This is an optimization exercise on Yosys and OpenROAD, whose aim is small area and a short achievable clock period, not a production implementation. Only simulation tests tie the RTL to the original design; equivalence was not proved. Power is estimated from default activity; no workload was simulated.

Design RS_ArithmeticLogical, start of the top module:
module RS_ArithmeticLogical #(
    parameter RS_AL_ENTRY_SIZE = 145
    ) (
    input  wire         clk,
    input  wire         reset,
    input  wire         stall,
    input  wire         flush,
    input  wire         RS_AL_V1,
    input  wire [RS_AL_ENTRY_SIZE-1:0] RS_AL_1,
    input  wire         RS_AL_V2,
    input  wire [RS_AL_ENTRY_SIZE-1:0] RS_AL_2,
    input  wire         ALU1_D_W,
    input  wire [15:0]  ALU1_D,
    input  wire [6:0]   ALU1_D_RR,
    input  wire         ALU2_D_W,
    input  wire [15:0]  ALU2_D,
    input  wire [6:0]   ALU2_D_RR,
    input  wire         LS_D_W,
    input  wire [15:0]  LS_D,
    input  wire [6:0]   LS_D_RR,
    output reg          rs_stall,
    output reg          ALU1_V,
    output reg  [3:0]   ALU1_opcode,
    output reg  [15:0]  ALU1_opr1,
    output reg  [15:0]  ALU1_opr2,
    output reg  [15:0]  ALU1_imm,
    output reg          ALU1_carry,
    output reg          ALU1_zero,
    output reg          ALU1_neg_opr2,
    output reg  [1:0]   ALU1_CZ_cond,
    output reg  [6:0]   ALU1_dest,
    output reg  [2:0]   ALU1_arch_dest,
    output reg  [15:0]  ALU1_prev_dest,
    output reg  [15:0]  ALU1_PC,
    output reg  [7:0]   ALU1_C_dest,
    output reg  [7:0]   ALU1_Z_dest,
    output reg          ALU1_branch_pred,
    output reg  [6:0]   ALU1_ROB_index,
    output reg          ALU2_V,
    output reg  [3:0]   ALU2_opcode,
    output reg  [15:0]  ALU2_opr1,
    output reg  [15:0]  ALU2_opr2,
    output reg  [15:0]  ALU2_imm,
    output reg          ALU2_carry,
    output reg          ALU2_zero,
    output reg          ALU2_neg_opr2,
    output reg  [1:0]   ALU2_CZ_cond,
    output reg  [6:0]   ALU2_dest,
    output reg  [2:0]   ALU2_arch_dest,
    output reg  [15:0]  ALU2_prev_dest,
    output reg  [15:0]  ALU2_PC,
    output reg  [7:0]   ALU2_C_dest,
    output reg  [7:0]   ALU2_Z_dest,
    output reg          ALU2_branch_pred,
    output reg  [6:0]   ALU2_ROB_index,
    output wire [4:0]   empty_pos1,
    output wire [4:0]   empty_pos2
);
Size: about 16000 cells after synthesis, about 2400 flip-flops, about 130000 um^2 of cells after synthesis.
clock: 28.0 ns
lec_check: 0
cap_margin: 20
core_margin: 2
core_utilization: 40
place_density: 0.5
setup_slack_margin: 0.5
slew_margin: 20
standard.sh (not shown) runs the stock make flow with config.mk's settings and CLKGATE_MAP_FILE= SYNTH_SCRIPT=/design/flow/synth_recipe.tcl, a recipe that flattens the netlist after the stock synthesis.
==> flow/flow/run.sh <==
#!/bin/bash
# The standard layout (standard.sh), with three changes to how it is made:
#  - ports are buffered with sky130_fd_sc_hd__buf_2 instead of the default cell;
#  - timing repair aims for a setup slack of 21 ns (a 7 ns period) instead of
#    0.5 ns, so that the resizer also shortens paths that already meet 28 ns;
#  - clock tree synthesis clusters up to 20 flip-flops within 80 um per leaf
#    buffer and inserts no dummy loads (fewer clock buffers).
# The constraints (constraint.sdc) are unchanged. Each tool's log is in
# orfs/logs/; make's own output is in standard.log.
set -euo pipefail
export BUFFER_PORTS_ARGS="-buffer_cell sky130_fd_sc_hd__buf_2"
export CTS_ARGS="-sink_clustering_enable -repair_clock_nets -sink_clustering_size 20 -sink_clustering_max_diameter 80 -dont_use_dummy_load"
bash standard.sh SETUP_SLACK_MARGIN=21 finish > standard.log 2>&1
The first run finished clean.
Edit:
==> flow/flow/run.sh (replaced) <==
#!/bin/bash
# The standard layout (standard.sh), with two changes to how it is made:
#  - ports are buffered with sky130_fd_sc_hd__buf_2 instead of the default cell;
#  - timing repair aims for a setup slack of 21 ns (a 7 ns period) instead of
#    0.5 ns, so that the resizer also shortens paths that already meet 28 ns.
# The constraints (constraint.sdc) are unchanged. Each tool's log is in
# orfs/logs/; make's own output is in standard.log.
set -euo pipefail
export BUFFER_PORTS_ARGS="-buffer_cell sky130_fd_sc_hd__buf_2"
bash standard.sh SETUP_SLACK_MARGIN=21 finish > standard.log 2>&1
Outcome:
- routed wire length climbs by 0.38%
- non-clock buffer count is unchanged
- worst setup slack loses 0.028 ns
Edit:
==> flow/flow/run.sh (replaced) <==
#!/bin/bash
# The standard layout (standard.sh), with three changes to how it is made:
#  - ports are buffered with sky130_fd_sc_hd__buf_2 instead of the default cell;
#  - timing repair aims for a setup slack of 21 ns (a 7 ns period) instead of
#    0.5 ns, so that the resizer also shortens paths that already meet 28 ns;
#  - clock tree synthesis clusters up to 20 flip-flops within 80 um per leaf
#    buffer and inserts no dummy loads (fewer clock buffers).
# The constraints (constraint.sdc) are unchanged. Each tool's log is in
# orfs/logs/; make's own output is in standard.log.
set -euo pipefail
export BUFFER_PORTS_ARGS="-buffer_cell sky130_fd_sc_hd__buf_2"
export CTS_ARGS="-sink_clustering_enable -repair_clock_nets -sink_clustering_size 20 -sink_clustering_max_diameter 80 -dont_use_dummy_load"
bash standard.sh SETUP_SLACK_MARGIN=21 finish > standard.log 2>&1
CAP_MARGIN = 10   (was 20)
SLEW_MARGIN = 10   (was 20)
After rerunning: The changed run ran to the end with no violations. Wire length falls by 0.35%. Hold slack gains 0.0071 ns. Setup slack gains 0.024 ns. Cell area falls by 3.6%. First-iteration DRC count falls by 1.5%. Clock-buffer cell count falls by 269. Final cell count falls by 1.7%. Synthesized cell count is unchanged. Critical path depth is unchanged. Total power falls by 8.5%. Die area does not change.
Edit:
--- a/flow/flow/run.sh
+++ b/flow/flow/run.sh
@@ -5,3 +5,3 @@
 #    0.5 ns, so that the resizer also shortens paths that already meet 28 ns;
-#  - clock tree synthesis clusters up to 20 flip-flops within 80 um per leaf
+#  - clock tree synthesis clusters up to 22 flip-flops within 80 um per leaf
 #    buffer and inserts no dummy loads (fewer clock buffers).
@@ -11,3 +11,3 @@
 export BUFFER_PORTS_ARGS="-buffer_cell sky130_fd_sc_hd__buf_2"
-export CTS_ARGS="-sink_clustering_enable -repair_clock_nets -sink_clustering_size 20 -sink_clustering_max_diameter 80 -dont_use_dummy_load"
+export CTS_ARGS="-sink_clustering_enable -repair_clock_nets -sink_clustering_size 22 -sink_clustering_max_diameter 80 -dont_use_dummy_load"
 bash standard.sh SETUP_SLACK_MARGIN=21 finish > standard.log 2>&1
CAP_MARGIN = 20   (was 10)
CORE_UTILIZATION = 45   (was 40)
PLACE_DENSITY = 0.55   (was 0.5)
SLEW_MARGIN = 20   (was 10)
What happened: Combinational power shrinks by about 0.6%; global-route usage grows by 3.4 points; worst hold slack hardly moves; final area shrinks by about 0.8%; clock skew grows by 0.019 ns; die area shrinks by 11%; utilization grows by 5.0 points; fmax shrinks by 0.69%.

[re-timing with driven ports]
No port has a modelled driver above. Below, the same layouts with a new extraction and two added sets of constraints. Step 1 (the two cells are an assumption about what drives the block):
set clk [get_ports {clk}]
set_driving_cell -lib_cell sky130_fd_sc_hd__clkbuf_16 $clk
set_driving_cell -lib_cell sky130_fd_sc_hd__buf_2 [delete_from_list [all_inputs] $clk]
Step 2, shift: input delay + t, output delay - t, t = (earliest + latest rising clock arrival at the registers) / 2. This alone moves slack from input paths to output paths. Slacks: ideal ports / drivers / drivers and shift; pairs: ideal ports / drivers.
run | t, ns | setup WS [ns] | latest minus earliest clock arrival (ns) | worst register clock-pin slew, ns
the first run | 1.037 | 20.850 / 20.757 / 19.988 | 0.088 / 0.088 | 0.10 / 0.10
the second run | 1.065 | 20.822 / 20.728 / 19.970 | 0.078 / 0.077 | 0.07 / 0.07
the third run | 1.040 | 20.846 / 20.753 / 20.045 | 0.086 / 0.085 | 0.09 / 0.09
the fourth run | 1.014 | 20.796 / 20.686 / 20.120 | 0.109 / 0.109 | 0.10 / 0.10
After both steps every run listed still meets setup and hold. The setup slack of the first run, which loses most, moves by -0.093 ns with the drivers and by -0.862 ns with both steps.
